Background: an optimization exercise with open tools, aiming at small area. Do not read the settings as production practice.
In this exercise RTL edits were held to simulation tests only and were not proved equivalent to the original.
Power and IR drop assume default switching activity.

==> flow/design.v <==
module dly_signal (clk, indata, outdata);
parameter WIDTH = 1;
input clk;
input [WIDTH-1:0] indata;
output [WIDTH-1:0] outdata;
reg [WIDTH-1:0] outdata, next_outdata;
always @(posedge clk) outdata <= next_outdata;
always @*
begin
  next_outdata = indata;
end
endmodule
module pipeline_stall (clk, reset, datain, dataout);
parameter WIDTH = 1;
parameter DELAY = 1;
input clk, reset;
input [WIDTH-1:0] datain;
output [WIDTH-1:0] dataout;
reg [(WIDTH*DELAY)-1:0] dly_datain, next_dly_datain;
assign dataout = dly_datain[(WIDTH*DELAY)-1 : WIDTH*(DELAY-1)];
always @ (posedge clk)
begin
  if (reset)
    dly_datain <= 0;
  else dly_datain <= next_dly_datain;
end
always @*
begin
  next_dly_datain = {dly_datain, datain};
end
endmodule
module full_synchronizer (clk, reset, datain, dataout);
parameter WIDTH = 1;
input clk, reset;
input [WIDTH-1:0] datain;
output [WIDTH-1:0] dataout;
pipeline_stall #(WIDTH,2) sync (clk, reset, datain, dataout);
endmodule
module reset_sync (clk, hardreset, reset);
input clk, hardreset;
output reset;
reg [3:0] reset_reg, next_reset_reg;
assign reset = reset_reg[3];
always @ (posedge clk)
begin
  if (hardreset)
    reset_reg <= 4'hF;
  else reset_reg <= next_reset_reg;
end
always @*
begin
  next_reset_reg = {reset_reg,1'b0};
end
endmodule
module ddr_inbuf (clk, pad, indata, indata180);
parameter WIDTH=32;
input clk;
input [WIDTH-1:0] pad;
output [WIDTH-1:0] indata;
output [WIDTH-1:0] indata180;
reg [WIDTH-1:0] indata, indata180, next_indata;
always @(posedge clk) indata <= next_indata;
always @(negedge clk) indata180 <= next_indata;
always @* begin next_indata = pad; end
endmodule
module filter (clock, indata, indata180, outdata);
input clock;
input [31:0] indata;
input [31:0] indata180;
output [31:0] outdata;
reg [31:0] dly_indata, next_dly_indata; 
reg [31:0] dly_indata180, next_dly_indata180; 
reg [31:0] outdata, next_outdata;
always @(posedge clock) 
begin
  outdata <= next_outdata;
  dly_indata <= next_dly_indata;
  dly_indata180 <= next_dly_indata180;
end
always @*
begin
  next_outdata = (outdata | dly_indata | indata) & dly_indata180;
  next_dly_indata = indata;
  next_dly_indata180 = indata180;
end
endmodule
module demux(clock, indata, indata180, outdata);
input clock;
input [15:0] indata;
input [15:0] indata180;
output [31:0] outdata;
reg [15:0] dly_indata180, next_dly_indata180;
assign outdata = {dly_indata180,indata};
always @(posedge clock) 
begin
  dly_indata180 <= next_dly_indata180;
end
always @*
begin
  next_dly_indata180 = indata180;
end
endmodule
module sync (clock, reset, indata, intTestMode, numberScheme, filter_mode, demux_mode, falling_edge, outdata);
input clock;
input reset;
input [31:0] indata;
input intTestMode;
input numberScheme;
input filter_mode;
input demux_mode;
input falling_edge;
output [31:0] outdata;
dly_signal sampled_intTestMode_reg (clock, intTestMode, sampled_intTestMode);
dly_signal sampled_numberScheme_reg (clock, numberScheme, sampled_numberScheme);
reg [7:0] testcount, next_testcount;
always @ (posedge clock)
  if (reset) testcount <= 0;
  else testcount <= next_testcount;
always @* begin next_testcount = testcount+1'b1; end
wire [7:0] testcount1 = {
  testcount[0],testcount[1],testcount[2],testcount[3],
  testcount[4],testcount[5],testcount[6],testcount[7]};
wire [7:0] testcount2 = {
  testcount[3],testcount[2],testcount[1],testcount[0],
  testcount[4],testcount[5],testcount[6],testcount[7]};
wire [7:0] testcount3 = {
  testcount[3],testcount[2],testcount[1],testcount[0],
  testcount[7],testcount[6],testcount[5],testcount[4]};
reg [31:0] itm_indata, itm_indata180;
always @(posedge clock)
  itm_indata <= intTestMode ? {testcount3,testcount2,testcount1,testcount} : indata;
always @(negedge clock)
  itm_indata180 <= sampled_intTestMode ? ~itm_indata : indata;
wire [31:0] demuxL_indata; 
demux demuxL (
  .clock(clock),
  .indata(itm_indata[15:0]), 
  .indata180(itm_indata180[15:0]), 
  .outdata(demuxL_indata));
wire [31:0] demuxH_indata; 
demux demuxH (
  .clock(clock),
  .indata(itm_indata[31:16]), 
  .indata180(itm_indata180[31:16]), 
  .outdata(demuxH_indata));
wire [31:0] demux_indata = (sampled_numberScheme) ? {demuxH_indata[15:0],demuxH_indata[31:16]} : demuxL_indata;
wire [31:0] filtered_indata; 
filter filter (
  .clock(clock), 
  .indata(itm_indata),
  .indata180(itm_indata180),
  .outdata(filtered_indata));
reg [1:0] select, next_select;
reg [31:0] selectdata, next_selectdata;
reg [31:0] outdata;
always @(posedge clock) 
begin
  select <= next_select;
  selectdata <= next_selectdata;
end
always @*
begin
  if (demux_mode)
    next_select = 2'b10;
  else if (filter_mode)
    next_select = 2'b11;
  else next_select = {1'b0,falling_edge};
  case (select) 
    2'b00 : next_selectdata = itm_indata;
    2'b01 : next_selectdata = itm_indata180;
    2'b10 : next_selectdata = demux_indata;
    2'b11 : next_selectdata = filtered_indata;
  endcase
  outdata = (sampled_numberScheme) ? {selectdata[15:0],selectdata[31:16]} : selectdata;
end
endmodule
module async_fifo (clock, reset, reset_core, wrdata, data_valid, data_out);
input clock;
input reset;			 
output reset_core;
input [31:0] wrdata;
output data_valid;
output [31:0] data_out;
reg [3:0] rst_cnt;
reg avail;
reg data_valid;
reg [31:0] dly0, dly1, dly2, dly3;
reg [31:0] data_out;
assign reset_core = rst_cnt[3];
always @(posedge clock)
begin
  if (reset) rst_cnt <= 4'd11;
  else if (|rst_cnt) rst_cnt <= rst_cnt - 1'b1;
  avail <= ~|rst_cnt;
  data_valid <= avail & ~rst_cnt[3];
  dly0 <= wrdata;
  dly1 <= dly0;
  dly2 <= dly1;
  dly3 <= dly2;
  data_out <= avail ? dly3 : 32'h0;
end
endmodule
module decoder(
  clock, execute, opcode,
  wrtrigmask, wrtrigval, wrtrigcfg, wrtrigedge,
  wrspeed, wrsize, wrFlags,
  wrTrigSelect, wrTrigChain,
  finish_now,
  arm_basic, arm_adv, resetCmd);
input clock;
input execute;
input [7:0] opcode;
output [3:0] wrtrigmask;
output [3:0] wrtrigval;
output [3:0] wrtrigcfg;
output [3:0] wrtrigedge;
output wrspeed;
output wrsize;
output wrFlags;
output wrTrigSelect;
output wrTrigChain;
output finish_now;
output arm_basic;
output arm_adv;
output resetCmd;
reg dly_execute;
reg cls0, cls8, clsC;		 
reg [3:0] low;			 
wire start = execute & !dly_execute;
always @(posedge clock)
begin
  dly_execute <= execute;
  cls0 <= start && (opcode[7:4] == 4'h0);
  cls8 <= start && (opcode[7:4] == 4'h8);
  clsC <= start && (opcode[7:4] == 4'hC);
  low <= opcode[3:0];
end
assign resetCmd  = cls0 && (low == 4'h0);
assign arm_basic = cls0 && (low == 4'h1);
assign finish_now = cls0 && (low == 4'h5);
assign arm_adv   = cls0 && (low == 4'hF);
assign wrspeed = cls8 && (low == 4'h0);
assign wrsize  = cls8 && (low == 4'h1);
assign wrFlags = cls8 && (low == 4'h2);
assign wrTrigSelect = 1'b0;
assign wrTrigChain = 1'b0;
genvar n;
generate
  for (n = 0; n < 4; n = n + 1)
    begin: stg
      assign wrtrigmask[n] = clsC && (low == 4*n+0);
      assign wrtrigval[n]  = clsC && (low == 4*n+1);
      assign wrtrigcfg[n]  = clsC && (low == 4*n+2);
      assign wrtrigedge[n] = clsC && (low == 4*n+3);
    end
endgenerate
endmodule
module flags(
  clock, reset, wrFlags, config_data,
  finish_now,
  flags_reg);
input clock;
input reset;
input wrFlags;
input [31:0] config_data;
input finish_now;
output [31:0] flags_reg;
reg [31:0] flags_reg, next_flags_reg;
always @(posedge clock) 
begin
  if (reset) flags_reg <= 0;
  else flags_reg <= next_flags_reg;
end
always @*
begin
  next_flags_reg = (wrFlags) ? config_data : flags_reg;
  if (finish_now) next_flags_reg[8] = 1'b0;
end
endmodule
module sampler (
  clock, reset, extClock_mode, 
  wrDivider, config_data, 
  validIn, dataIn, 
  validOut, dataOut, ready50);
input clock; 			 
input reset;			 
input extClock_mode;		 
input wrDivider; 		 
input [23:0] config_data; 	 
input validIn;			 
input [31:0] dataIn; 		 
output validOut; 		 
output [31:0] dataOut; 		 
output ready50;
parameter TRUE = 1'b1;
parameter FALSE = 1'b0;
reg validOut, next_validOut;
reg [31:0] dataOut, next_dataOut;
reg ready50, next_ready50;  
reg [23:0] divider, next_divider; 
reg [23:0] counter, next_counter;	 
wire counter_zero = ~|counter;
always @ (posedge clock) 
begin
  if (reset)
    begin
      divider <= 0;
      counter <= 0;
      validOut <= 0;
      dataOut <= 0;
    end
  else
    begin
      divider <= next_divider;
      counter <= next_counter;
      validOut <= next_validOut;
      dataOut <= next_dataOut;
    end
end
always @*
begin
  next_divider = divider;
  next_counter = counter;
  next_validOut = FALSE;
  next_dataOut = dataOut;
  if (extClock_mode)
    begin
      next_validOut = validIn;
      next_dataOut = dataIn;
    end
  else if (validIn && counter_zero)
    begin
      next_validOut = TRUE;
      next_dataOut = dataIn;
    end
  if (wrDivider)
    begin
      next_divider = config_data[23:0];
      next_counter = next_divider;
      next_validOut = FALSE;  
    end
  else if (validIn) 
    if (counter_zero)
      next_counter = divider;
    else next_counter = counter-1'b1;
end
always @(posedge clock) 
begin
  ready50 <= next_ready50;
end
always @*
begin
  next_ready50 = ready50;
  if (wrDivider)
    next_ready50 = FALSE;  
  else if (counter_zero)
    next_ready50 = TRUE;
  else if (counter == divider[23:1])
    next_ready50 = FALSE;
end
endmodule
module stage(
  clock, reset, dataIn, validIn, dataChange,
  wrMask, wrValue, wrEdge, 
  wrConfig, config_data,
  arm, demux_mode, level,
  run, match);
parameter TRUE = 1'b1;
parameter FALSE = 1'b0;
input clock, reset;
input validIn;
input [31:0] dataIn;		 
input [31:0] dataChange;	 
input wrMask;			 
input wrValue;		 
input wrEdge;			 
input wrConfig;			 
input [31:0] config_data;	 
input arm;
input demux_mode;
input [1:0] level;
output run;
output match;
reg validIn_dlyd;
reg [31:0] maskRegister;
reg [31:0] valueRegister;
reg [31:0] edgeRegister;
reg [27:0] configRegister;
reg [15:0] counter, next_counter; 
reg [31:0] shiftRegister, next_shiftRegister;
reg match32Register, next_match32Register;
reg run, next_run;
reg match, next_match;
wire cfgStart = configRegister[27];
wire cfgSerial = configRegister[26];
wire [4:0] cfgChannel = configRegister[24:20];
wire [1:0] cfgLevel = configRegister[17:16];
wire [15:0] cfgDelay = configRegister[15:0];
always @ (posedge clock)
  if (wrConfig) validIn_dlyd <= 0;
  else validIn_dlyd <= validIn | validIn_dlyd;
always @ (posedge clock)
begin
  if (reset | wrMask) maskRegister <= config_data;
  if (reset | wrValue) valueRegister <= config_data;
  if (reset | wrEdge) edgeRegister <= config_data;
  if (reset | wrConfig) configRegister <= config_data[27:0];
end
wire [31:0] testValue = (cfgSerial) ? shiftRegister : dataIn;
wire [31:0] edgeMatch, bitMatch;
genvar i;
generate
  for(i = 0 ; i < 32 ; i = i + 1)
    begin: bitgen
      assign edgeMatch[i] = validIn_dlyd & dataChange[i];
      assign bitMatch[i] = ~maskRegister[i] | ((~testValue[i] ^ valueRegister[i]) & (~edgeRegister[i] | cfgSerial | edgeMatch[i]));
    end
endgenerate
wire matchL16 = &bitMatch[15:0];
wire matchH16 = &bitMatch[31:16];
always @(posedge clock) 
begin
  match32Register <= next_match32Register;
end
always @*
begin
  if (demux_mode) 
    next_match32Register = matchL16 | matchH16;
  else next_match32Register = matchL16 & matchH16;
end
wire serialChannelL16 = dataIn[{1'b0,cfgChannel[3:0]}];
wire serialChannelH16 = dataIn[{1'b1,cfgChannel[3:0]}];
always @(posedge clock) 
begin
  shiftRegister <= next_shiftRegister;
end
always @*
begin
  next_shiftRegister = shiftRegister;
  if (validIn)
    if (demux_mode)  
      next_shiftRegister = {shiftRegister,serialChannelH16,serialChannelL16};
    else next_shiftRegister = {shiftRegister, (cfgChannel[4]) ? serialChannelH16 : serialChannelL16};
end
parameter [1:0]
  OFF = 2'h0,
  ARMED = 2'h1,
  MATCHED = 2'h2;
reg [1:0] state, next_state;
always @(posedge clock) 
begin
  if (reset) 
    begin
      state <= OFF;
      counter <= 0;
      match <= FALSE;
      run <= FALSE;
    end
  else 
    begin
      state <= next_state;
      counter <= next_counter;
      match <= next_match;
      run <= next_run;
    end
end
always @*
begin
  next_state = state;
  next_counter = counter;
  next_match = FALSE;
  next_run = FALSE;
  case (state)  
    OFF : 
      begin
        if (arm) next_state = ARMED;
      end
    ARMED : 
      begin
        next_counter = cfgDelay;
        if (match32Register && (level >= cfgLevel)) 
          next_state = MATCHED;
      end
    MATCHED : 
      begin
        if (validIn)
	  begin
            next_counter = counter-1'b1;
            if (~|counter)
	      begin
                next_run = cfgStart;
                next_match = ~cfgStart;
                next_state = OFF;
              end
	  end
      end
  endcase
end
endmodule
module trigger(
  clock, reset, 
  dataIn, validIn, 
  wrMask, wrValue,
  wrConfig, wrEdge,
  config_data,
  arm, demux_mode, 
  capture, run);
input clock, reset;
input validIn;
input [31:0] dataIn;		 
input [3:0] wrMask;		 
input [3:0] wrValue;		 
input [3:0] wrConfig;		 
input [3:0] wrEdge;		 
input [31:0] config_data;	 
input arm;
input demux_mode;
output capture;			 
output run;			 
reg capture, next_capture;
reg [1:0] levelReg, next_levelReg;
wire [3:0] stageRun;
wire run = |stageRun;
wire [31:0] cfg_data = reset ? 32'h0 : config_data;
reg [31:0] dataIn_dlyd;
always @(posedge clock) if (validIn) dataIn_dlyd <= dataIn;
wire [31:0] dataChange = dataIn ^ dataIn_dlyd;
wire [3:0] stageMatch;
stage stage0 (
  .clock(clock), .reset(reset), .dataIn(dataIn), .validIn(validIn), .dataChange(dataChange),
  .wrMask(wrMask[0]), .wrValue(wrValue[0]), .wrEdge(wrEdge[0]), 
  .wrConfig(wrConfig[0]), .config_data(cfg_data),
  .arm(arm), .level(levelReg), .demux_mode(demux_mode),
  .run(stageRun[0]), .match(stageMatch[0]));
stage stage1 (
  .clock(clock), .reset(reset), .dataIn(dataIn), .validIn(validIn), .dataChange(dataChange),
  .wrMask(wrMask[1]), .wrValue(wrValue[1]), .wrEdge(wrEdge[1]), 
  .wrConfig(wrConfig[1]), .config_data(cfg_data),
  .arm(arm), .level(levelReg), .demux_mode(demux_mode),
  .run(stageRun[1]), .match(stageMatch[1]));
stage stage2 (
  .clock(clock), .reset(reset), .dataIn(dataIn), .validIn(validIn), .dataChange(dataChange),
  .wrMask(wrMask[2]), .wrValue(wrValue[2]), .wrEdge(wrEdge[2]), 
  .wrConfig(wrConfig[2]), .config_data(cfg_data),
  .arm(arm), .level(levelReg), .demux_mode(demux_mode),
  .run(stageRun[2]), .match(stageMatch[2]));
stage stage3 (
  .clock(clock), .reset(reset), .dataIn(dataIn), .validIn(validIn), .dataChange(dataChange),
  .wrMask(wrMask[3]), .wrValue(wrValue[3]), .wrEdge(wrEdge[3]), 
  .wrConfig(wrConfig[3]), .config_data(cfg_data),
  .arm(arm), .level(levelReg), .demux_mode(demux_mode),
  .run(stageRun[3]), .match(stageMatch[3]));
always @(posedge clock) 
begin : P2
  if (reset) 
    begin
      capture <= 1'b0;
      levelReg <= 2'b00;
    end
  else 
    begin
      capture <= next_capture;
      levelReg <= next_levelReg;
    end
end
always @*
begin
  next_capture = arm | capture;
  next_levelReg = levelReg;
  if (|stageMatch) next_levelReg = levelReg + 1;
end
endmodule
module delay_fifo (
  clock, 
  validIn, dataIn,
  validOut, dataOut);
parameter DELAY = 3;	 
parameter WIDTH = 32;
input clock;
input validIn;
input [WIDTH-1:0] dataIn;
output validOut;
output [WIDTH-1:0] dataOut;
reg [WIDTH:0] shift [0:DELAY-1];
integer k;
always @(posedge clock)
begin
  shift[0] <= {validIn, dataIn};
  for (k=1; k<DELAY; k=k+1) shift[k] <= shift[k-1];
end
assign {validOut, dataOut} = shift[DELAY-1];
endmodule
module data_align(
  clock, disabledGroups, 
  validIn, dataIn, 
  validOut, dataOut);
input clock;
input [3:0] disabledGroups;
input validIn;
input [31:0] dataIn;
output validOut;
output [31:0] dataOut;
reg [1:0] insel0, next_insel0;
reg [1:0] insel1, next_insel1;
reg insel2, next_insel2;
reg [31:0] dataOut, next_dataOut;
reg validOut, next_validOut;
always @ (posedge clock)
begin
  dataOut <= next_dataOut;
  validOut <= next_validOut;
end
always @*
begin
  next_dataOut = dataIn;
  next_validOut = validIn;
  case (insel0[1:0])
    2'h1 : next_dataOut[7:0] = dataIn[15:8];
    2'h2 : next_dataOut[7:0] = dataIn[23:16];
    2'h3 : next_dataOut[7:0] = dataIn[31:24];
  endcase
  case (insel1[1:0])
    2'h1 : next_dataOut[15:8] = dataIn[23:16];
    2'h2 : next_dataOut[15:8] = dataIn[31:24];
  endcase
  case (insel2)
    1'b1 : next_dataOut[23:16] = dataIn[31:24];
  endcase
end
always @(posedge clock) 
begin
  insel0 <= next_insel0;
  insel1 <= next_insel1;
  insel2 <= next_insel2;
end
always @*
begin
  next_insel0 = 2'h0;
  next_insel1 = 2'h0;
  next_insel2 = 1'b0;
  case (disabledGroups)
    4'b0001 : begin next_insel2 = 1'b1; next_insel1=2'h1; next_insel0=2'h1; end
    4'b0010 : begin next_insel2 = 1'b1; next_insel1=2'h1; end
    4'b0100 : begin next_insel2 = 1'b1; end
    4'b0011 : begin next_insel1=2'h2; next_insel0=2'h2; end
    4'b0101 : begin next_insel1=2'h2; next_insel0=2'h1; end
    4'b1001 : begin next_insel1=2'h1; next_insel0=2'h1; end
    4'b0110 : begin next_insel1=2'h2; end
    4'b1010 : begin next_insel1=2'h1; end
    4'b1100 : begin next_insel1=2'h0; end
    4'b0111 : next_insel0 = 2'h3;
    4'b1011 : next_insel0 = 2'h2;
    4'b1101 : next_insel0 = 2'h1;
  endcase
end
endmodule
module rle_enc(
  clock, reset, 
  enable, arm, 
  rle_mode, demux_mode, disabledGroups, 
  dataIn, validIn, 
  dataOut, validOut);
input clock, reset;
input enable, arm;
input [1:0] rle_mode;
input demux_mode;
input [3:0] disabledGroups;
input [31:0] dataIn;
input validIn;
output [31:0] dataOut;
output validOut;
localparam TRUE = 1'b1;
localparam FALSE = 1'b0;
localparam RLE_COUNT = 1'b1;
reg active, next_active;
reg mask_flag, next_mask_flag;
reg [1:0] mode, next_mode;
reg [30:0] data_mask, next_data_mask;
reg [30:0] last_data, next_last_data;
reg last_valid, next_last_valid;
reg [31:0] dataOut, next_dataOut;
reg validOut, next_validOut;
reg [30:0] count, next_count;		 
reg [8:0] fieldcount, next_fieldcount;	 
reg [1:0] track, next_track;		 
wire [30:0] inc_count = count+1'b1;
wire count_zero = ~|count;
wire count_gt_one = track[1];
wire count_full = (count==data_mask);
reg demux_mismatch;
reg mismatch;
wire [30:0] masked_dataIn = dataIn & data_mask;
wire rle_repeat_mode = 0;  
always @ (posedge clock)
begin
  mode <= next_mode;
  data_mask <= next_data_mask;
end
always @*
begin
  next_mode = 2'h3;  
  case (disabledGroups)
    4'b1110,4'b1101,4'b1011,4'b0111 : next_mode = 2'h0;  
    4'b1100,4'b1010,4'b0110,4'b1001,4'b0101,4'b0011 : next_mode = 2'h1;  
    4'b1000,4'b0100,4'b0010,4'b0001 : next_mode = 2'h2;  
  endcase
  next_data_mask = demux_mode ? 32'h7FFF7FFF : 32'h7FFFFFFF;
  case (mode)
    2'h0 : next_data_mask = 32'h0000007F;
    2'h1 : next_data_mask = demux_mode ? 32'h00007F7F : 32'h00007FFF;
    2'h2 : next_data_mask = 32'h007FFFFF;
  endcase
end
always @ (posedge clock)
begin
  if (reset)
    begin
      active <= 0;
      mask_flag <= 0;
    end
  else 
    begin
      active <= next_active;
      mask_flag <= next_mask_flag;
    end
end
always @ (posedge clock)
begin
  count <= next_count;
  fieldcount <= next_fieldcount;
  track <= next_track;
  dataOut <= next_dataOut;
  validOut <= next_validOut;
  last_data <= next_last_data;
  last_valid <= next_last_valid;
end
always @*
begin
  next_active = active | (enable && arm);
  next_mask_flag = mask_flag | (enable && arm);  
  next_dataOut = (mask_flag) ? masked_dataIn : dataIn;
  next_validOut = validIn;
  next_last_data = (validIn) ? masked_dataIn : last_data; 
  next_last_valid = FALSE;
  next_count = count & {31{active}};
  next_fieldcount = fieldcount & {9{active}};
  next_track = track & {2{active}};
  mismatch = |(masked_dataIn^last_data);  
  if (demux_mode)
    begin
      case (mode)
        2'h0 : demux_mismatch = 0;  
        2'h1 : demux_mismatch = (dataIn[14:8] != dataIn[6:0]);
        2'h2 : demux_mismatch = 0;  
        2'h3 : demux_mismatch = (dataIn[30:16] != dataIn[14:0]);
      endcase
    end
  else
    demux_mismatch = 0;
  if (active)
    begin
      next_validOut = FALSE;
      next_last_valid = last_valid | validIn;
      if (validIn && last_valid)
        if (!enable || mismatch || demux_mismatch || count_full)  
          begin
	    next_active = enable;
            next_validOut = TRUE;
            next_dataOut = {RLE_COUNT,count};
            case (mode)
              2'h0 : next_dataOut = {RLE_COUNT,count[6:0]};
              2'h1 : next_dataOut = {RLE_COUNT,count[14:0]};
              2'h2 : next_dataOut = {RLE_COUNT,count[22:0]};
            endcase
            if (!count_gt_one) next_dataOut = last_data;
	    next_fieldcount = fieldcount+1'b1;  
	    next_count = (mismatch || demux_mismatch || ~rle_mode[1] || ~rle_mode[0] & fieldcount[8]) ? 0 : 1;
	    next_track = next_count[1:0];
          end
        else  
	  begin
            next_count = inc_count;
	    if (count_zero)  
	      begin
		next_fieldcount = 0;
		next_validOut = TRUE;
	      end
	    if (rle_repeat_mode && count_zero) next_count = 2;
	    next_track = {|track,1'b1};
	  end
    end
end
endmodule
module controller(
  clock, reset, run,
  wrSize, config_data,
  validIn, dataIn, busy, arm, 
  send, memoryWrData, memoryRead, 
  memoryWrite, memoryLastWrite);
input clock;
input reset;
input run;
input wrSize;
input [31:0] config_data;
input validIn;
input [31:0] dataIn;
input busy;
input arm;
output send;
output [31:0] memoryWrData;
output memoryRead;
output memoryWrite;
output memoryLastWrite;
reg [15:0] fwd, next_fwd;  
reg [15:0] bwd, next_bwd;
reg send, next_send;
reg memoryRead, next_memoryRead;
reg memoryWrite, next_memoryWrite;
reg memoryLastWrite, next_memoryLastWrite;
reg [17:0] counter, next_counter; 
wire [17:0] counter_inc = counter+1'b1;
reg [31:0] memoryWrData, next_memoryWrData;
always @(posedge clock) 
begin
  memoryWrData <= next_memoryWrData;
end
always @*
begin
  next_memoryWrData = dataIn;
end
parameter [2:0]
  IDLE =     3'h0,
  SAMPLE =   3'h1,
  DELAY =    3'h2,
  READ =     3'h3,
  READWAIT = 3'h4;
reg [2:0] state, next_state; 
always @(posedge clock) 
begin
  if (reset)
    begin
      state <= IDLE;
      memoryWrite <= 1'b0;
      memoryLastWrite <= 1'b0;
      memoryRead <= 1'b0;
    end
  else 
    begin
      state <= next_state;
      memoryWrite <= next_memoryWrite;
      memoryLastWrite <= next_memoryLastWrite;
      memoryRead <= next_memoryRead;
    end
end
always @(posedge clock)
begin
  counter <= next_counter;
  send <= next_send;
end
always @*
begin
  next_state = state;
  next_counter = counter;
  next_memoryWrite = 1'b0;
  next_memoryLastWrite = 1'b0;
  next_memoryRead = 1'b0;
  next_send = 1'b0;
  case(state)
    IDLE :
      begin
        next_counter = 0;
        next_memoryWrite = 1;
	if (run) next_state = DELAY;
	else if (arm) next_state = SAMPLE;
      end
    SAMPLE : 
      begin
        next_counter = 0;
        next_memoryWrite = validIn;
        if (run) next_state = DELAY;
      end
    DELAY : 
      begin
	if (validIn)
	  begin
	    next_memoryWrite = 1'b1;
            next_counter = counter_inc;
            if (counter == {fwd,2'b11}) 	 
	      begin				 
		next_memoryLastWrite = 1'b1;	 
		next_counter = 0;
		next_state = READ;
	      end
	  end
      end
    READ : 
      begin
        next_memoryRead = 1'b1;
        next_send = 1'b1;
        if (counter == {bwd,2'b11}) 
	  begin
            next_counter = 0;
            next_state = IDLE;
          end
        else 
	  begin
            next_counter = counter_inc;
            next_state = READWAIT;
          end
      end
    READWAIT : 
      begin
        if (!busy && !send) next_state = READ;
      end
  endcase
end
always @(posedge clock) 
begin
  fwd <= next_fwd;
  bwd <= next_bwd;
end
always @*
begin
  next_fwd = fwd;
  next_bwd = bwd;
  if (wrSize) 
    begin
      next_fwd = config_data[31:16];
      next_bwd = config_data[15:0];
    end
end
endmodule
module ols_core(
  clock, extReset, 
  extTriggerIn, 
  opcode, config_data, execute, indata, outputBusy, 
  sampleReady50, outputSend, stableInput,
  memoryWrData, memoryRead, memoryWrite, memoryLastWrite,
  extTriggerOut, armLEDnn, 
  triggerLEDnn, wrFlags, extTestMode);
input clock;
input extReset;			 
input [7:0] opcode;		 
input [31:0] config_data;
input execute;			 
input [31:0] indata;		 
input outputBusy;
input extTriggerIn;
output sampleReady50;
output outputSend;
output [31:0] stableInput;
output [31:0] memoryWrData;
output memoryRead;
output memoryWrite;
output memoryLastWrite;
output extTriggerOut;
output armLEDnn;
output triggerLEDnn;
output wrFlags;
output extTestMode;
wire [31:0] syncedInput;
wire [3:0] wrtrigmask; 
wire [3:0] wrtrigval; 
wire [3:0] wrtrigcfg;
wire [3:0] wrtrigedge;
wire wrDivider; 
wire wrsize; 
wire sample_valid;
wire [31:0] sample_data; 
wire dly_sample_valid;
wire [31:0] dly_sample_data;
wire aligned_data_valid;
wire [31:0] aligned_data;
wire rle_data_valid; 
wire [31:0] rle_data;
wire arm_basic, arm_adv;
wire arm = arm_basic | arm_adv;
wire resetCmd;
wire reset = extReset | resetCmd;
wire reset_core;
wire [31:0] flags_reg;
wire demux_mode = flags_reg[0];                     
wire filter_mode = flags_reg[1];                    
wire [3:0] disabledGroups = flags_reg[5:2];         
wire extClock_mode = flags_reg[6];                  
wire falling_edge = flags_reg[7];                   
wire rleEnable = flags_reg[8];                      
wire numberScheme = flags_reg[9];                   
wire extTestMode = flags_reg[10] && !numberScheme;  
wire intTestMode = flags_reg[11];                   
wire [1:0] rle_mode = flags_reg[15:14];             
wire run_basic, run; 
dly_signal extTriggerIn_reg (clock, extTriggerIn, sampled_extTriggerIn);
dly_signal extTriggerOut_reg (clock, run, extTriggerOut);
assign run = run_basic | sampled_extTriggerIn;
reg armLEDnn, next_armLEDnn;
reg triggerLEDnn, next_triggerLEDnn;
always @(posedge clock) 
begin
  armLEDnn <= next_armLEDnn;
  triggerLEDnn <= next_triggerLEDnn;
end
always @*
begin
  next_armLEDnn = armLEDnn;
  next_triggerLEDnn = triggerLEDnn;
  if (arm) 
    begin
      next_armLEDnn = ~1'b1;
      next_triggerLEDnn = ~1'b0;
    end
  else if (run) 
    begin
      next_armLEDnn = ~1'b0;
      next_triggerLEDnn = ~1'b1;
    end
end
decoder decoder(
  .clock(clock),
  .execute(execute),
  .opcode(opcode),
  .wrtrigmask(wrtrigmask),
  .wrtrigval(wrtrigval),
  .wrtrigcfg(wrtrigcfg),
  .wrtrigedge(wrtrigedge),
  .wrspeed(wrDivider),
  .wrsize(wrsize),
  .wrFlags(wrFlags),
  .wrTrigSelect(wrTrigSelect),
  .wrTrigChain(wrTrigChain),
  .finish_now(finish_now),
  .arm_basic(arm_basic),
  .arm_adv(arm_adv),
  .resetCmd(resetCmd));
flags flags(
  .clock(clock),
  .reset(extReset),
  .wrFlags(wrFlags),
  .config_data(config_data),
  .finish_now(finish_now),
  .flags_reg(flags_reg));
sync sync(
  .clock(clock),
  .reset(extReset),
  .indata(indata),
  .intTestMode(intTestMode),
  .numberScheme(numberScheme),
  .filter_mode(filter_mode),
  .demux_mode(demux_mode),
  .falling_edge(falling_edge),
  .outdata(syncedInput));
async_fifo async_fifo(
  .clock(clock), .reset(reset), .reset_core(reset_core),
  .wrdata(syncedInput),
  .data_valid(stableValid), .data_out(stableInput));
sampler sampler(
  .clock(clock),
  .reset(extReset),
  .extClock_mode(extClock_mode),
  .wrDivider(wrDivider),
  .config_data(config_data[23:0]),
  .validIn(stableValid),
  .dataIn(stableInput),
  .validOut(sample_valid),
  .dataOut(sample_data),
  .ready50(sampleReady50));
trigger trigger(
  .clock(clock),
  .reset(reset_core),
  .validIn(sample_valid),
  .dataIn(sample_data),
  .wrMask(wrtrigmask),
  .wrValue(wrtrigval),
  .wrConfig(wrtrigcfg),
  .wrEdge(wrtrigedge),
  .config_data(config_data),
  .arm(arm_basic),
  .demux_mode(demux_mode),
  .run(run_basic),
  .capture(capture_basic));
wire capture = capture_basic;
delay_fifo #(.DELAY(3)) delay_fifo (
  .clock(clock),
  .validIn(sample_valid),
  .dataIn(sample_data),
  .validOut(dly_sample_valid),
  .dataOut(dly_sample_data));
data_align data_align (
  .clock(clock),
  .disabledGroups(disabledGroups),
  .validIn(dly_sample_valid && capture),
  .dataIn(dly_sample_data),
  .validOut(aligned_data_valid),
  .dataOut(aligned_data));
rle_enc rle_enc (
  .clock(clock),
  .reset(reset_core),
  .enable(rleEnable),
  .arm(arm),
  .rle_mode(rle_mode),
  .demux_mode(demux_mode),
  .disabledGroups(disabledGroups),
  .validIn(aligned_data_valid),
  .dataIn(aligned_data),
  .validOut(rle_data_valid),
  .dataOut(rle_data));
pipeline_stall #(.DELAY(2)) dly_arm_reg (
  .clk(clock), 
  .reset(reset_core), 
  .datain(arm), 
  .dataout(dly_arm));
pipeline_stall #(.DELAY(1)) dly_run_reg (
  .clk(clock), 
  .reset(reset_core), 
  .datain(run), 
  .dataout(dly_run));
controller controller(
  .clock(clock),
  .reset(reset_core),
  .run(dly_run),
  .wrSize(wrsize),
  .config_data(config_data),
  .validIn(rle_data_valid),
  .dataIn(rle_data),
  .arm(dly_arm),
  .busy(outputBusy),
  .send(outputSend),
  .memoryWrData(memoryWrData),
  .memoryRead(memoryRead),
  .memoryWrite(memoryWrite),
  .memoryLastWrite(memoryLastWrite));
endmodule
==> flow/flow/run.sh <==
#!/bin/bash
# Layout: the standard flow (standard.sh, unchanged synthesis), with two
# changes to how it is made:
#  - input and output ports are buffered with buf_1 instead of the default
#    buffer_ports choice;
#  - clock tree synthesis runs without dummy loads.
# make's full output goes to flow_make.log here; ORFS keeps each step's log
# under orfs/logs/.
set -euo pipefail
bash standard.sh \
  "BUFFER_PORTS_ARGS=-buffer_cell sky130_fd_sc_hd__buf_1" \
  "CTS_ARGS=-sink_clustering_enable -repair_clock_nets -sink_clustering_size 25 -sink_clustering_max_diameter 100 -buf_list sky130_fd_sc_hd__clkbuf_16 -dont_use_dummy_load" \
  "REMOVE_ABC_BUFFERS=1" \
  finish > flow_make.log 2>&1
==> flow/standard.sh <==
#!/bin/bash
# synth_recipe.tcl (not shown) runs the flow's synth.tcl, then flattens the netlist and writes it again
# the make line also repeats each setting of config.mk as NAME=value (left out here)
make -C /OpenROAD-flow-scripts/flow DESIGN_CONFIG=/design/flow/config.mk WORK_HOME=/design/flow/orfs CLKGATE_MAP_FILE= SYNTH_SCRIPT=/design/flow/synth_recipe.tcl "${@:-finish}"
==> flow/config.mk <==
export PLATFORM = sky130hd
export DESIGN_NAME = ols_core
export DESIGN_NICKNAME = ols_core
export VERILOG_FILES = /design/flow/design.v
export SDC_FILE = /design/flow/constraint.sdc
export NUM_CORES = 4
export LEC_CHECK = 0
export CAP_MARGIN = 20
export CORE_MARGIN = 2
export CORE_UTILIZATION = 65
export CTS_BUF_LIST = sky130_fd_sc_hd__clkbuf_16
export CTS_CLUSTER_DIAMETER = 100
export CTS_CLUSTER_SIZE = 25
export GPL_TIMING_DRIVEN = 0
export SLEW_MARGIN = 20
==> flow/constraint.sdc <==
create_clock -name core_clock -period 10.0 [get_ports {clock}]
set_input_delay 2.0000 -clock core_clock [delete_from_list [all_inputs] [get_ports {clock}]]
set_output_delay 2.0000 -clock core_clock [all_outputs]
set_load 0.01 [all_outputs]
==> out/results.ini, run 1 <==
[grt]
grt_pass1_vias=35400
grt_pass1_wl_um=221000
grt_max_degree=55
grt-ovfl-total=0
track_usage_pct=31.0
antenna_found_initial=4

[route]
wl_per_cell_um=24.6
drt_iter0_drc=3816
first_pass_iters=8
drc=0
antenna_left=0
vias=37400
drt_wl_total_um=147000
via_per_inst=6.25

[clock_network]
cts_resized=0
numCtsBuffers=72
cts-root-buf=clkbuf_16
clock_path_buffers=3
h-tree-depth=3
hold_buffers=0
post-cts-setup-buffers=0
cts_tree=built
clk_pin_slew_ns=0.09
clock_latency_ns=0.69
cts_sinks=1558

[layout]
fin_cells=5986
area_growth_pct=7.30
diodes=0
layout-drive-gt1-share_pct=10.8
regMostFlops=delay_fifo.shift
fillers=6517
largest_reg_flops=99
final_nets=4921

[setup_path]
worstPathMaxFanout=2
r2r-start=sync.sampled_intTestMode_reg.outdata$_DFF_P_
critPathCapture=sync.itm_indata180[20]$_DFF_N_
required_ns=5.51
crit_type=primary input to flop
rrSetupSlack_ns=3.79
crit_start=indata[20]
cp_data_arrival_time_ns=2.24
rr_worst_depth=3
worstSetupStartpointType=primary input
worstSetupEndpointType=flop
r2r_end=sync.itm_indata180[28]$_DFF_N_

[placed_design]
portBuffers=150
post-dp-hpwl_um=99800
placed_cells=5882
gp_congestion=0.904

[power_and_ir_drop]
leakagePower_nw=23.0
pwr_density_cell_nw_per_um2=167
vdd_drop_max_mv=0.155

[floorplan]
coreArea_um2=91500
die_area_um2=94800
start_util_pct=65.6
io_pins=151
rows=111
die_x_um=308
die_y_um=308

[synth]
ys_ff_latch=1558
synth.area.top_cells=edfxtp_1 (36%), dfxtp_1 (28%), mux2_2 (4.1%)
yosysWarnings=28
syn_avg_cell_area_um2=12.6
netlist.top_cell.by_area=edfxtp_1
synth_edf_count=725
synthCells=4748
synth_top_area_share_pct=36.3
ys_seq_area_share_pct=64.0
syn_area_um2=60000
yosysUniqueCellTypes=84
async_flop_share_pct=0
synth_flop_cell=dfxtp_1

[timing]
fin_skew_ns=0.0746
tightest_slew_ns=1.20
slew-limit-headroom_pct=19.7
setup_tns_ns=0
rsz0062_at_grt=no
drv_slew=0
setup_violations=0
finalHoldViolCount=0

[run]
cap_violations=0

[worst_hold_path]
holdCritPathClass=flop to flop

[status]
outcome=no timing/DRC/antenna violations

==> where the power goes <==
group | leakage (nW) | switching [mW] | total (mW) | internal [mW]
registers | 14.9 | 0.131 | 7.05 | 6.92
logic | 7.07 | 0.285 | 0.496 | 0.211
clock network | 1.06 | 1.88 | 3.19 | 1.31
==> synth_stat cells, drive strengths merged (13+ instances only) <==
cell / n
a211oi: 75
a21o: 17
a21oi: 220
a221oi: 21
a22o: 14
a22oi: 57
a31oi: 42
and2: 74
and3: 25
buf: 30
clkbuf: 224
dfxtp: 833
edfxtp: 725
ha: 42
inv: 107
mux2: 219
mux2i: 171
mux4: 80
nand2: 456
nand2b: 24
nand3: 67
nand3b: 13
nand4: 42
nor2: 270
nor2b: 73
nor3: 59
nor4: 47
o21ai: 107
o22ai: 66
o31a: 33
or3: 15
or4: 20
xnor2: 201
xor2: 114
==> how the worst min path moves through the flow <==
| stage | from | depth (start not counted) | endpoint |
|---|---|---|---|
| final | async_fifo.dly0[17]$_DFF_P_ | 0 | async_fifo.dly1[17]$_DFF_P_ |
| after CTS | async_fifo.dly0[17]$_DFF_P_ | 0 | async_fifo.dly1[17]$_DFF_P_ |
| after floorplan | async_fifo.dly0[0]$_DFF_P_ | 0 | async_fifo.dly1[0]$_DFF_P_ |
| after detailed placement | async_fifo.dly0[21]$_DFF_P_ | 0 | async_fifo.dly1[21]$_DFF_P_ |
| after global placement | delay_fifo.shift[0][15]$_DFF_P_ | 0 | delay_fifo.shift[1][15]$_DFF_P_ |
| after global routing | async_fifo.dly0[17]$_DFF_P_ | 0 | async_fifo.dly1[17]$_DFF_P_ |
==> logic make-up (layout without fill, tap and decap cells) <==
group / count (synthesis) / after routing / share of synthesized area, %
muxes: 470 / 470 / 9.96
buffers and inverters: 362 / 414 / 2.31
adders and majority gates: 46 / 46 / 0.942
and+or+nand+nor: 1232 / 1232 / 9.82
DFF: 1558 / 1558 / 64.0
AOI/OAI and AO/OA: 765 / 765 / 8.33
xor gates and xnor gates: 315 / 315 / 4.60
==> worst max-delay path, cell delays in order <==
cell and delay [ns]:
buf_1 0.09, nor2_1 0.10, a21oi_1 0.04
==> per-stage QoR <==
step | total power, mW | util, % | hold slack, ns | cell area, um^2 | worst slack (ns)
2_1_floorplan | 7.46 | - | 0.310 | 59100 | 2.69
3_3_place_gp | 7.65 | 66.8 | 0.310 | 61100 | -0.292
3_5_place_dp | 7.70 | 68.3 | 0.312 | 62500 | 2.60
4_1_cts | 10.8 | 70.4 | 0.317 | 64400 | 3.31
5_1_grt | 11.1 | 70.4 | 0.321 | 64400 | 3.25
6_report | 10.7 | 70.4 | 0.312 | 64400 | 3.27
==> cell usage in the layout, fill, tap and decap left out, drive strengths merged, types with 75 or more instances in the layout <==
master	instances
dfxtp	833
nor2	270
o21ai	107
nand2	456
edfxtp	725
inv	138
xor2	114
mux4	80
a21oi	220
mux2	219
mux2i	171
xnor2	201
a211oi	75
buf	203
==> layout make-up <==
type	instances	area, um^2	share of cell area, %
clock buffer	72	1800	2.80
clock inverter	32	120	0.186
inverter	107	402	0.624
multi-input combinational	2828	20500	31.8
sequential	1558	38500	59.7
tap	1186	1480	2.30
timing repair buffer	203	1670	2.60
==> metal layers <==
layer | wire, um | share of wire (%) | global-route usage, %
met5 | 0 | 0 | 0
met4 | 4930 | 3.4 | 9.77
met3 | 11500 | 7.8 | 5.14
met2 | 69500 | 47 | 50.3
met1 | 61200 | 42 | 43.1
==> run 2, diff against run 1 <==
--- a/flow/flow/run.sh
+++ b/flow/flow/run.sh
@@ -10,5 +10,4 @@
 bash standard.sh \
   "BUFFER_PORTS_ARGS=-buffer_cell sky130_fd_sc_hd__buf_1" \
   "CTS_ARGS=-sink_clustering_enable -repair_clock_nets -sink_clustering_size 25 -sink_clustering_max_diameter 100 -buf_list sky130_fd_sc_hd__clkbuf_16 -dont_use_dummy_load" \
-  "REMOVE_ABC_BUFFERS=1" \
   finish > flow_make.log 2>&1
--- a/flow/config.mk
+++ b/flow/config.mk
@@ -11,5 +11,4 @@
 export CTS_BUF_LIST = sky130_fd_sc_hd__clkbuf_16
 export CTS_CLUSTER_DIAMETER = 100
 export CTS_CLUSTER_SIZE = 25
-export GPL_TIMING_DRIVEN = 0
 export SLEW_MARGIN = 20
==> out/results.ini, run 2 <==
[synth]
yosysWarnings=28
synth.area.top_cells=edfxtp_1 (36%), dfxtp_1 (28%), mux2_2 (4.1%)
synth_common_cells=dfxtp_1 (833), edfxtp_1 (725), nand2_1 (456)
ys_ff_latch=1558
synth_edf_count=725
async_flop_share_pct=0
synth_flop_cell=dfxtp_1
syn_area_um2=60000
synth_top_area_share_pct=36.3
yosysUniqueCellTypes=84
syn_avg_cell_area_um2=12.6
yosysMostFrequentCell=dfxtp_1
synthCells=4748
netlist.top_cell.by_area=edfxtp_1
ys_seq_area_share_pct=64.0

[power_and_ir_drop]
switching_share_pct=21.6
combPwrFrac_pct=4.5
pwr_density_cell_nw_per_um2=168
leakagePower_nw=22.9
clkPwrFrac_pct=29.9
pwr-share-seq_pct=65.6
p_switching_mw=2.32
vdd_drop_max_mv=0.148
internal_power_mw=8.42

[route]
first_pass_iters=6
drc=0
drt_wl_total_um=149000
via_per_inst=6.27
antenna_left=0
met1Wirelength_um=59700
drt_iter0_drc=3884
vias=37700
route.met2.wl_um=70900
met3_length_um=12800
wl_per_cell_um=24.8
top_layer_used=met5

[run]
cap_violations=0

[layout]
regArea_um2=38500
final_nets=4957
diodes=0
multiInputGateArea_um2=20300
layout-drive-gt1-share_pct=10.7
layout_commonest_cell=dfxtp_1
design_area_um2=63800
largest_reg_flops=99
fillers=6587
area_growth_pct=6.33
regMostFlops=delay_fifo.shift
layout_common_cells=dfxtp_1 (826), edfxtp_1 (725), nand2_1 (456)

[clock_network]
cts_tree=built
cts-root-buf=clkbuf_16
clock_latency_ns=0.68
cts_sinks=1558
post-cts-setup-buffers=0
clk_pin_slew_ns=0.09
h-tree-depth=3
numCtsBuffers=72
clock_path_buffers=3
cts_resized=0
hold_buffers=0

[setup_path]
required_ns=5.52
worstSetupEndpointType=flop
cp_data_arrival_time_ns=2.25
worstPathMaxFanout=2
crit_type=primary input to flop
worstSetupStartpointType=primary input

[grt]
antenna_found_initial=6
grt_pass1_wl_um=222000
track_usage_pct=31.4
grt_max_degree=142
grt-ovfl-total=0
grt_pass1_vias=36000

[worst_hold_path]
holdCritPathClass=flop to flop

[floorplan]
io_pins=151
start_util_pct=65.6
coreArea_um2=91500
die_area_um2=94800
rows=111
die_y_um=308
die_x_um=308

[timing]
fin_skew_ns=0.0577
slew-limit-headroom_pct=17.5
setup_violations=0
finalHoldViolCount=0
setup_tns_ns=0
tightest_slew_ns=1.23
drv_slew=0
rsz0062_at_grt=no

[placed_design]
place_area_um2=61900
post-dp-hpwl_um=99500
portBuffers=150
gp_congestion=0.948

[status]
outcome=no timing/DRC/antenna violations

==> run 2: kinds of logic (layout without fill, tap and decap cells) <==
family / count (synthesis) / count (layout) / synth area share (%)
simple gates: 1232 / 1232 / 9.82
compound gates: 765 / 765 / 8.33
xor+xnor: 315 / 315 / 4.60
flops: 1558 / 1558 / 64.0
mux: 470 / 470 / 9.96
buf+inv: 362 / 450 / 2.31
fa+ha+maj: 46 / 46 / 0.942
==> run 2: layout make-up <==
class	instances	share of cell area (%)
flip-flops and latches	1558	60.3
multi-input cells	2828	31.8
clock buffers	72	2.82
well taps	1186	2.32
repair buffers	239	1.97
inverters	107	0.629
clock inverters	32	0.188
==> run 2: routing by layer <==
layer | track usage [%] | vias to the layer above
met5 | 0 | -
met4 | 11.1 | 2
met3 | 6.36 | 283
met2 | 51.2 | 1597
met1 | 42.1 | 18500
li1 | - | 17300
==> run 2: per-stage QoR <==
stage               setup WS, ns  hold slack [ns]  utilization, %  power, mW  cells
global route                3.25            0.327            69.7       11.1   6022
floorplan                   2.75            0.310               -       7.47   4748
finish                      3.27            0.316            69.7       10.7   6022
CTS                         3.31            0.315            69.7       10.8   6022
global placement            2.60            0.310            67.6       7.67   5918
detailed placement          2.60            0.312            67.6       7.68   5919
==> run 2: final timing paths <==
| path | from | endpoint | slack, ns | cells past startpoint |
|---|---|---|---|---|
| setup / recovery | indata[17] | sync.itm_indata180[17]$_DFF_N_ | 3.27 | 3 |
| hold / removal | delay_fifo.shift[0][4]$_DFF_P_ | delay_fifo.shift[1][4]$_DFF_P_ | 0.32 | 0 |
| setup reg to reg | sync.sampled_intTestMode_reg.outdata$_DFF_P_ | sync.itm_indata180[17]$_DFF_N_ | 3.71 | 3 |
| hold reg to reg | delay_fifo.shift[0][4]$_DFF_P_ | delay_fifo.shift[1][4]$_DFF_P_ | 0.32 | 0 |
==> run 2: critical path, stage by stage <==
cell     delay, ns
buf_1         0.10
nor2_1        0.11
a21oi_1       0.05
==> run 2: power by group through the flow <==
stage                     Clock (mW)  Sequential (mW)  Combinational (mW)
final                           3.21             7.04               0.483
after global routing            3.48             7.07               0.512
after CTS                       3.27             7.04               0.479
after global placement        0.0202             7.18               0.471
after detailed placement      0.0202             7.19               0.477
after floorplan               0.0202             7.14               0.313
==> run 3, diff against run 2 <==
--- a/flow/flow/run.sh
+++ b/flow/flow/run.sh
@@ -9,5 +9,5 @@
 set -euo pipefail
 bash standard.sh \
   "BUFFER_PORTS_ARGS=-buffer_cell sky130_fd_sc_hd__buf_1" \
-  "CTS_ARGS=-sink_clustering_enable -repair_clock_nets -sink_clustering_size 25 -sink_clustering_max_diameter 100 -buf_list sky130_fd_sc_hd__clkbuf_16 -dont_use_dummy_load" \
+  "CTS_ARGS=-sink_clustering_enable -repair_clock_nets -sink_clustering_size 14 -sink_clustering_max_diameter 100 -buf_list sky130_fd_sc_hd__clkbuf_8 -dont_use_dummy_load" \
   finish > flow_make.log 2>&1
--- a/flow/config.mk
+++ b/flow/config.mk
@@ -7,8 +7,8 @@
 export LEC_CHECK = 0
 export CAP_MARGIN = 20
 export CORE_MARGIN = 2
-export CORE_UTILIZATION = 65
-export CTS_BUF_LIST = sky130_fd_sc_hd__clkbuf_16
+export CORE_UTILIZATION = 75
+export CTS_BUF_LIST = sky130_fd_sc_hd__clkbuf_8
 export CTS_CLUSTER_DIAMETER = 100
-export CTS_CLUSTER_SIZE = 25
+export CTS_CLUSTER_SIZE = 14
 export SLEW_MARGIN = 20
==> out/results.ini, run 3 <==
[route]
first_pass_iters=6
drt_wl_total_um=150000
wl_per_cell_um=25.2
drc=0
vias=38900
via_per_inst=6.55
drt_iter0_drc=4576
antenna_left=0

[clock_network]
cts-root-buf=clkbuf_8
clk_pin_slew_ns=0.08
cts_sinks=1558
numCtsBuffers=121
cts_resized=0
clock_path_buffers=3
h-tree-depth=3
post-cts-setup-buffers=0
clock_latency_ns=0.81
hold_buffers=0
cts_tree=built

[grt]
grt_max_degree=80
grt_pass1_vias=37800
antenna_found_initial=7
grt-ovfl-total=0
grt_pass1_wl_um=224000
track_usage_pct=36.2

[floorplan]
die_area_um2=82300
die_y_um=287
die_x_um=287
rows=103
start_util_pct=75.9
io_pins=151
coreArea_um2=79100

[synth]
synth_flop_cell=dfxtp_1
ys_seq_area_share_pct=64.0
synth_common_cells=dfxtp_1 (833), edfxtp_1 (725), nand2_1 (456)
synth_top_family_by_area=multiplexers
synthAdderAreaFrac_pct=0.942
synth-simple-area-share_pct=9.82
yosysMostFrequentCell=dfxtp_1
async_flop_share_pct=0
synth_top_area_share_pct=36.3
synthCells=4748
syn_area_um2=60000
synthXorXnorAreaFrac_pct=4.60
ys_ff_latch=1558
synth_mux_area_share_pct=9.96
yosysWarnings=28
synth_compound_area_share_pct=8.33
netlist.top_cell.by_area=edfxtp_1
yosysUniqueCellTypes=84
synth_edf_count=725
syn_avg_cell_area_um2=12.6
synth.area.top_cells=edfxtp_1 (36%), dfxtp_1 (28%), mux2_2 (4.1%)

[layout]
area_growth_pct=5.79
regMostFlops=delay_fifo.shift
fillers=4639
fin_cells=5943
layout_commonest_cell=dfxtp_1
layout-drive-gt1-share_pct=11.4
regArea_um2=38500
design_area_um2=63500
layout_common_cells=dfxtp_1 (826), edfxtp_1 (725), nand2_1 (456)
multiInputGateArea_um2=20300
largest_reg_flops=99
final_nets=5012
finish.utilization_pct=80.3

[setup_path]
cp.depth=3
r2r_end=sync.itm_indata180[18]$_DFF_N_
crit_start=indata[18]
cp_slowest_cell=nor2_1
crit_chain=buf_1, nor2_1, a21oi_1
required_ns=5.58
cp.buffers_inverters=1
max_stage_delay_ns=0.11
worstPathMaxFanout=2
crit_type=primary input to flop
critPathCapture=sync.itm_indata180[18]$_DFF_N_
cpLargestDelayFamily=simple AND/OR/NAND/NOR gates
rr_worst_depth=3
worstSetupEndpointType=flop
worstSetupStartpointType=primary input
cp_data_arrival_time_ns=2.28
rrSetupSlack_ns=3.58
r2r-start=sync.sampled_intTestMode_reg.outdata$_DFF_P_

[timing]
setup_violations=0
finalWorstSetupSlack_ns=3.30
hold-worst-slack_ns=0.287
fin_skew_ns=0.0838
finalHoldViolCount=0
drv_slew=0
slew-limit-headroom_pct=19.4
setup_tns_ns=0
rsz0062_at_grt=no
tightest_slew_ns=1.20

[power_and_ir_drop]
vdd_drop_max_mv=0.199
leakagePower_nw=22.9
pwr_density_cell_nw_per_um2=166
power.total_mw=10.5

[placed_design]
place_area_um2=61700
gp_congestion=0.967
portBuffers=150
post-dp-hpwl_um=99400
post-place-ws_ns=2.57
placed_cells=5788

[run]
cap_violations=0

[status]
outcome=no timing/DRC/antenna violations

[worst_hold_path]
holdPathStages=0
holdCritPathClass=flop to flop

run 3: how the worst min path moves through the flow:
stage                                     from                         endpoint
6_report           async_fifo.dly0[22]$_DFF_P_      async_fifo.dly1[22]$_DFF_P_
3_5_place_dp       async_fifo.dly0[20]$_DFF_P_      async_fifo.dly1[20]$_DFF_P_
2_1_floorplan       async_fifo.dly0[0]$_DFF_P_       async_fifo.dly1[0]$_DFF_P_
4_1_cts        delay_fifo.shift[0][19]$_DFF_P_  delay_fifo.shift[1][19]$_DFF_P_
3_3_place_gp       async_fifo.dly1[15]$_DFF_P_      async_fifo.dly2[15]$_DFF_P_
5_1_grt        delay_fifo.shift[0][14]$_DFF_P_  delay_fifo.shift[1][14]$_DFF_P_
run 3: cell families after synthesis:
logic type               Yosys count
XOR/XNOR                         315
AO/OA/AOI/OAI                    765
AND/OR/NAND/NOR                 1232
adder cells (fa/ha/maj)           46
buffers and inverters            362
flip-flops                      1558
multiplexers                     470
run 3: final cells by class:
| class | count | share of cell area, % |
|---|---|---|
| sequential | 1558 | 60.6 |
| tap | 1050 | 2.07 |
| antenna | 2 | 0.00788 |
| multi-input combinational | 2828 | 31.9 |
| clock buffer | 121 | 2.62 |
| clock inverter | 32 | 0.189 |
| timing repair buffer | 245 | 2.03 |
| inverter | 107 | 0.632 |
run 3: report_power, final:
part,leakage (nW),total (mW),internal [mW],switching (mW)
sequential,14.9,7.06,6.92,0.136
clock,1.04,3.01,1.09,1.92
combinational,6.97,0.478,0.187,0.291
total,22.9,10.5,8.20,2.35
run 3: per-layer routing:
layer,GRT usage (%),vias to the layer above,part of all wire [%]
met5,0,-,0.0053
met4,16.2,2,5.2
met3,8.42,415,11
met2,58.2,2216,47
met1,47.4,18900,37
li1,-,17400,-
run 3: worst reg2reg max path, stage by stage (launching register included):
cell	delay, ns
dfxtp_2	0.51
buf_4	0.49
nor2_1	0.12
a21oi_1	0.14
==> run 4, diff against run 3 <==
--- a/flow/flow/run.sh
+++ b/flow/flow/run.sh
@@ -9,5 +9,5 @@
 set -euo pipefail
 bash standard.sh \
   "BUFFER_PORTS_ARGS=-buffer_cell sky130_fd_sc_hd__buf_1" \
-  "CTS_ARGS=-sink_clustering_enable -repair_clock_nets -sink_clustering_size 14 -sink_clustering_max_diameter 100 -buf_list sky130_fd_sc_hd__clkbuf_8 -dont_use_dummy_load" \
+  "CTS_ARGS=-sink_clustering_enable -repair_clock_nets -sink_clustering_size 28 -sink_clustering_max_diameter 100 -buf_list sky130_fd_sc_hd__clkbuf_16 -dont_use_dummy_load" \
   finish > flow_make.log 2>&1
--- a/flow/config.mk
+++ b/flow/config.mk
@@ -8,7 +8,7 @@
 export CAP_MARGIN = 20
 export CORE_MARGIN = 2
 export CORE_UTILIZATION = 75
-export CTS_BUF_LIST = sky130_fd_sc_hd__clkbuf_8
+export CTS_BUF_LIST = sky130_fd_sc_hd__clkbuf_16
 export CTS_CLUSTER_DIAMETER = 100
-export CTS_CLUSTER_SIZE = 14
+export CTS_CLUSTER_SIZE = 28
 export SLEW_MARGIN = 20
==> out/results.ini, run 4 <==
[setup_path]
max_stage_delay_ns=0.14
crit_chain=buf_1, nor2_1, a21oi_1
rr_worst_depth=3
critPathCapture=sync.itm_indata180[6]$_DFF_N_
rrSetupSlack_ns=3.65
worstSetupStartpointType=primary input
r2r_end=sync.itm_indata180[16]$_DFF_N_
cp_data_arrival_time_ns=2.29
cp_slowest_cell=nor2_1
required_ns=5.57
r2r-start=sync.sampled_intTestMode_reg.outdata$_DFF_P_
worstSetupEndpointType=flop
crit_type=primary input to flop
worstPathMaxFanout=2
crit_start=indata[6]

[timing]
tightest_slew_ns=1.21
rsz0062_at_grt=no
slew-limit-headroom_pct=18.7
hold-worst-slack_ns=0.328
drv_slew=0
finalHoldViolCount=0
setup_violations=0
fin_skew_ns=0.0577
setup_tns_ns=0

[layout]
largest_reg_flops=99
final_nets=4952
finish.utilization_pct=80.1
layout_commonest_cell=dfxtp_1
layout-drive-gt1-share_pct=10.3
area_growth_pct=5.56
fillers=4657
fin_cells=5882
layout_common_cells=dfxtp_1 (826), edfxtp_1 (725), nand2_1 (456)
regMostFlops=delay_fifo.shift
design_area_um2=63400

[floorplan]
die_y_um=287
coreArea_um2=79100
die_area_um2=82300
die_x_um=287
start_util_pct=75.9
rows=103
io_pins=151

[clock_network]
cts_tree=built
clock_latency_ns=0.71
numCtsBuffers=61
hold_buffers=0
clk_pin_slew_ns=0.10
cts_sinks=1558
h-tree-depth=2
post-cts-setup-buffers=0
cts_resized=0
clock_path_buffers=3
cts-root-buf=clkbuf_16

[status]
outcome=no timing/DRC/antenna violations

[synth]
synthCells=4748
synth_flop_cell=dfxtp_1
netlist.top_cell.by_area=edfxtp_1
syn_area_um2=60000
syn_avg_cell_area_um2=12.6
yosysUniqueCellTypes=84
async_flop_share_pct=0
synth_top_area_share_pct=36.3
ys_seq_area_share_pct=64.0
synth_edf_count=725
synth.area.top_cells=edfxtp_1 (36%), dfxtp_1 (28%), mux2_2 (4.1%)
yosysWarnings=28
synth_common_cells=dfxtp_1 (833), edfxtp_1 (725), nand2_1 (456)
yosysMostFrequentCell=dfxtp_1
ys_ff_latch=1558

[placed_design]
portBuffers=150
placed_cells=5788
post-dp-hpwl_um=99400
place_area_um2=61700
gp_congestion=0.967

[route]
wl_per_cell_um=25.3
drt_wl_total_um=149000
drt_iter0_drc=4676
antenna_left=0
vias=38700
first_pass_iters=5
via_per_inst=6.58
drc=0

[grt]
grt_pass1_wl_um=222000
grt-ovfl-total=0
antenna_found_initial=5
grt_max_degree=80
grt_pass1_vias=37300
track_usage_pct=35.8

[worst_hold_path]
holdCritPathClass=flop to flop

[run]
cap_violations=0

[power_and_ir_drop]
leakagePower_nw=22.8
pwr_density_cell_nw_per_um2=166
vdd_drop_max_mv=0.175

-- run 4: cell counts after synthesis --
No cell type changed its count.
-- run 4: power breakdown --
part / internal, mW / total, mW / switching (mW)
sequential: 6.92 / 7.06 / 0.136
combinational: 0.187 / 0.479 / 0.293
clock: 1.11 / 2.96 / 1.84
total: 8.22 / 10.5 / 2.27
-- run 4: cells by family after synthesis --
family                   Yosys count  share of synthesized area (%)
flip-flops                      1558                           64.0
AND/OR/NAND/NOR                 1232                           9.82
AO/OA/AOI/OAI                    765                           8.33
multiplexers                     470                           9.96
buffers and inverters            362                           2.31
XOR/XNOR                         315                           4.60
adder cells (fa/ha/maj)           46                          0.942
-- run 4: worst min path at each step --
| stage | slack (ns) | cells after the start | to | start |
|---|---|---|---|---|
| 4_1_cts | 0.33 | 0 | async_fifo.dly2[31]$_DFF_P_ | async_fifo.dly1[31]$_DFF_P_ |
| 3_3_place_gp | 0.31 | 0 | async_fifo.dly2[15]$_DFF_P_ | async_fifo.dly1[15]$_DFF_P_ |
| 2_1_floorplan | 0.31 | 0 | async_fifo.dly1[0]$_DFF_P_ | async_fifo.dly0[0]$_DFF_P_ |
| 5_1_grt | 0.33 | 0 | async_fifo.dly2[31]$_DFF_P_ | async_fifo.dly1[31]$_DFF_P_ |
| 6_report | 0.33 | 0 | async_fifo.dly3[8]$_DFF_P_ | async_fifo.dly2[8]$_DFF_P_ |
| 3_5_place_dp | 0.31 | 0 | async_fifo.dly1[20]$_DFF_P_ | async_fifo.dly0[20]$_DFF_P_ |
-- run 4: layout make-up --
cell class / instances / area, um^2 / share of cell area, %
multi-input cells: 2828 / 20300 / 32.0
flip-flops and latches: 1558 / 38500 / 60.7
inverters: 107 / 402 / 0.634
well taps: 1050 / 1310 / 2.07
clock buffers: 61 / 1530 / 2.41
diodes: 1 / 2.50 / 0.00395
repair buffers: 245 / 1290 / 2.03
clock inverters: 32 / 120 / 0.190
-- run 4: worst max-delay path: cells and delay by family --
kind / cells / cell delay, ns
AOI/OAI and AO/OA: 1 / 0.05
and+or+nand+nor: 1 / 0.14
buffers and inverters: 1 / 0.09
-- run 4: stage by stage --
stage                     worst slack [ns]  power (mW)
final                                 3.28        10.5
after global routing                  3.25        10.8
after CTS                             3.30        10.5
after detailed placement              2.57        7.68
after global placement                2.61        7.66
after floorplan                       2.75        7.47
-- run 4: routing by layer --
| metal | up-vias | share of wire, % | global-route usage (%) | wire length (um) |
|---|---|---|---|---|
| li1 | 17300 | - | - | - |
| met1 | 18800 | 37 | 47.0 | 55000 |
| met2 | 2186 | 47 | 57.9 | 69800 |
| met3 | 375 | 11 | 7.66 | 16300 |
| met4 | 6 | 5.0 | 15.7 | 7440 |
| met5 | - | 0.026 | 0 | 39 |
==> run 5, diff against run 4 <==
--- a/flow/flow/run.sh
+++ b/flow/flow/run.sh
@@ -3,7 +3,8 @@
 # changes to how it is made:
 #  - input and output ports are buffered with buf_1 instead of the default
 #    buffer_ports choice;
-#  - clock tree synthesis runs without dummy loads.
+#  - clock tree synthesis runs without dummy loads, with clusters of up to
+#    28 flip-flops per clkbuf_16 leaf buffer.
 # make's full output goes to flow_make.log here; ORFS keeps each step's log
 # under orfs/logs/.
 set -euo pipefail
==> out/results.ini, run 5 <==
[route]
wl_per_cell_um=25.3
antenna_left=0
vias=38700
first_pass_iters=5
drc=0
drt_wl_total_um=149000
via_per_inst=6.58
drt_iter0_drc=4676

[setup_path]
cp.buffers_inverters=1
required_ns=5.57
r2r_end=sync.itm_indata180[16]$_DFF_N_
rrSetupSlack_ns=3.65
worstSetupEndpointType=flop
worstPathMaxFanout=2
crit_chain=buf_1, nor2_1, a21oi_1
rr_worst_depth=3
r2r-start=sync.sampled_intTestMode_reg.outdata$_DFF_P_
worstSetupStartpointType=primary input
crit_type=primary input to flop
cp_slowest_cell=nor2_1
cp_data_arrival_time_ns=2.29
max_stage_delay_ns=0.14
cpLargestDelayFamily=simple AND/OR/NAND/NOR gates

[synth]
synth_flop_cell=dfxtp_1
synth_edf_count=725
synth_top_area_share_pct=36.3
yosysMostFrequentCell=dfxtp_1
netlist.top_cell.by_area=edfxtp_1
yosysUniqueCellTypes=84
ys_ff_latch=1558
async_flop_share_pct=0
synthCells=4748
ys_seq_area_share_pct=64.0
yosysWarnings=28
synth.area.top_cells=edfxtp_1 (36%), dfxtp_1 (28%), mux2_2 (4.1%)
syn_avg_cell_area_um2=12.6
synth_common_cells=dfxtp_1 (833), edfxtp_1 (725), nand2_1 (456)
syn_area_um2=60000

[floorplan]
die_y_um=287
coreArea_um2=79100
start_util_pct=75.9
rows=103
die_x_um=287
die_area_um2=82300
io_pins=151

[power_and_ir_drop]
pwr_density_cell_nw_per_um2=166
leakagePower_nw=22.8
vdd_drop_max_mv=0.175

[timing]
fin_skew_ns=0.0577
setup_tns_ns=0
finalWorstSetupSlack_ns=3.28
setup_violations=0
tightest_slew_ns=1.21
slew-limit-headroom_pct=18.7
drv_slew=0
rsz0062_at_grt=no
finalHoldViolCount=0

[layout]
layout_common_cells=dfxtp_1 (826), edfxtp_1 (725), nand2_1 (456)
regMostFlops=delay_fifo.shift
area_growth_pct=5.56
layout_commonest_cell=dfxtp_1
final_nets=4952
largest_reg_flops=99
layout-drive-gt1-share_pct=10.3

[clock_network]
numCtsBuffers=61
clock_path_buffers=3
cts_tree=built
clk_pin_slew_ns=0.10
clock_latency_ns=0.71
cts_sinks=1558
cts-root-buf=clkbuf_16
post-cts-setup-buffers=0
h-tree-depth=2
cts_resized=0
hold_buffers=0

[worst_hold_path]
holdPathStages=0
hp-start=async_fifo.dly2[8]$_DFF_P_
hold_end=async_fifo.dly3[8]$_DFF_P_
holdCritPathClass=flop to flop

[placed_design]
post-place-ws_ns=2.57
gp_congestion=0.967
portBuffers=150
post-dp-hpwl_um=99400

[grt]
grt_max_degree=80
grt_pass1_wl_um=222000
grt_pass1_vias=37300
track_usage_pct=35.8
antenna_found_initial=5
grt-ovfl-total=0

[status]
outcome=no timing/DRC/antenna violations

[run]
cap_violations=0

run 5: cell counts after synthesis:
Identical to the previous run, type by type.
run 5: area by class of cell:
class	instances	area [um^2]
fillers	4657	15800
repair buffers	245	1290
clock buffers	61	1530
clock inverters	32	120
well taps	1050	1310
diodes	1	2.50
multi-input cells	2828	20300
flip-flops and latches	1558	38500
inverters	107	402
run 5: how the worst max path moves through the flow:
stage	start	to	slack [ns]	cells past startpoint
floorplan	indata[20]	sync.itm_indata180[20]$_DFF_N_	2.75	2
global placement	indata[29]	sync.itm_indata180[29]$_DFF_N_	2.61	3
detailed placement	indata[6]	sync.itm_indata180[6]$_DFF_N_	2.57	3
CTS	indata[0]	sync.itm_indata180[0]$_DFF_N_	3.30	3
global route	indata[14]	sync.itm_indata180[14]$_DFF_N_	3.25	3
finish	indata[6]	sync.itm_indata180[6]$_DFF_N_	3.28	3
run 5: routing by layer:
layer / vias up / global-route usage (%) / wire [um]
li1: 17300 / - / -
met1: 18800 / 47.0 / 55000
met2: 2186 / 57.9 / 69800
met3: 375 / 7.66 / 16300
met4: 6 / 15.7 / 7440
met5: - / 0 / 39
run 5: logic make-up after synthesis:
family                   share of synthesized area (%)
AO/OA/AOI/OAI                                     8.33
XOR/XNOR                                          4.60
adder cells (fa/ha/maj)                          0.942
buffers and inverters                             2.31
flip-flops                                        64.0
multiplexers                                      9.96
AND/OR/NAND/NOR                                   9.82
run 5: power breakdown:
part	switching [mW]	total [mW]	internal, mW
Combinational	0.293	0.479	0.187
Sequential	0.136	7.06	6.92
Clock	1.84	2.96	1.11
run 5: per-stage QoR:
stage	utilization (%)	cell area, um^2	power, mW	instances	hold slack, ns
after floorplan	-	60000	7.47	4748	0.310
after global placement	78.0	61700	7.66	5788	0.310
after detailed placement	78.0	61700	7.68	5788	0.312
after CTS	80.1	63300	10.5	5880	0.326
after global routing	80.1	63400	10.8	5881	0.329
final	80.1	63400	10.5	5882	0.328
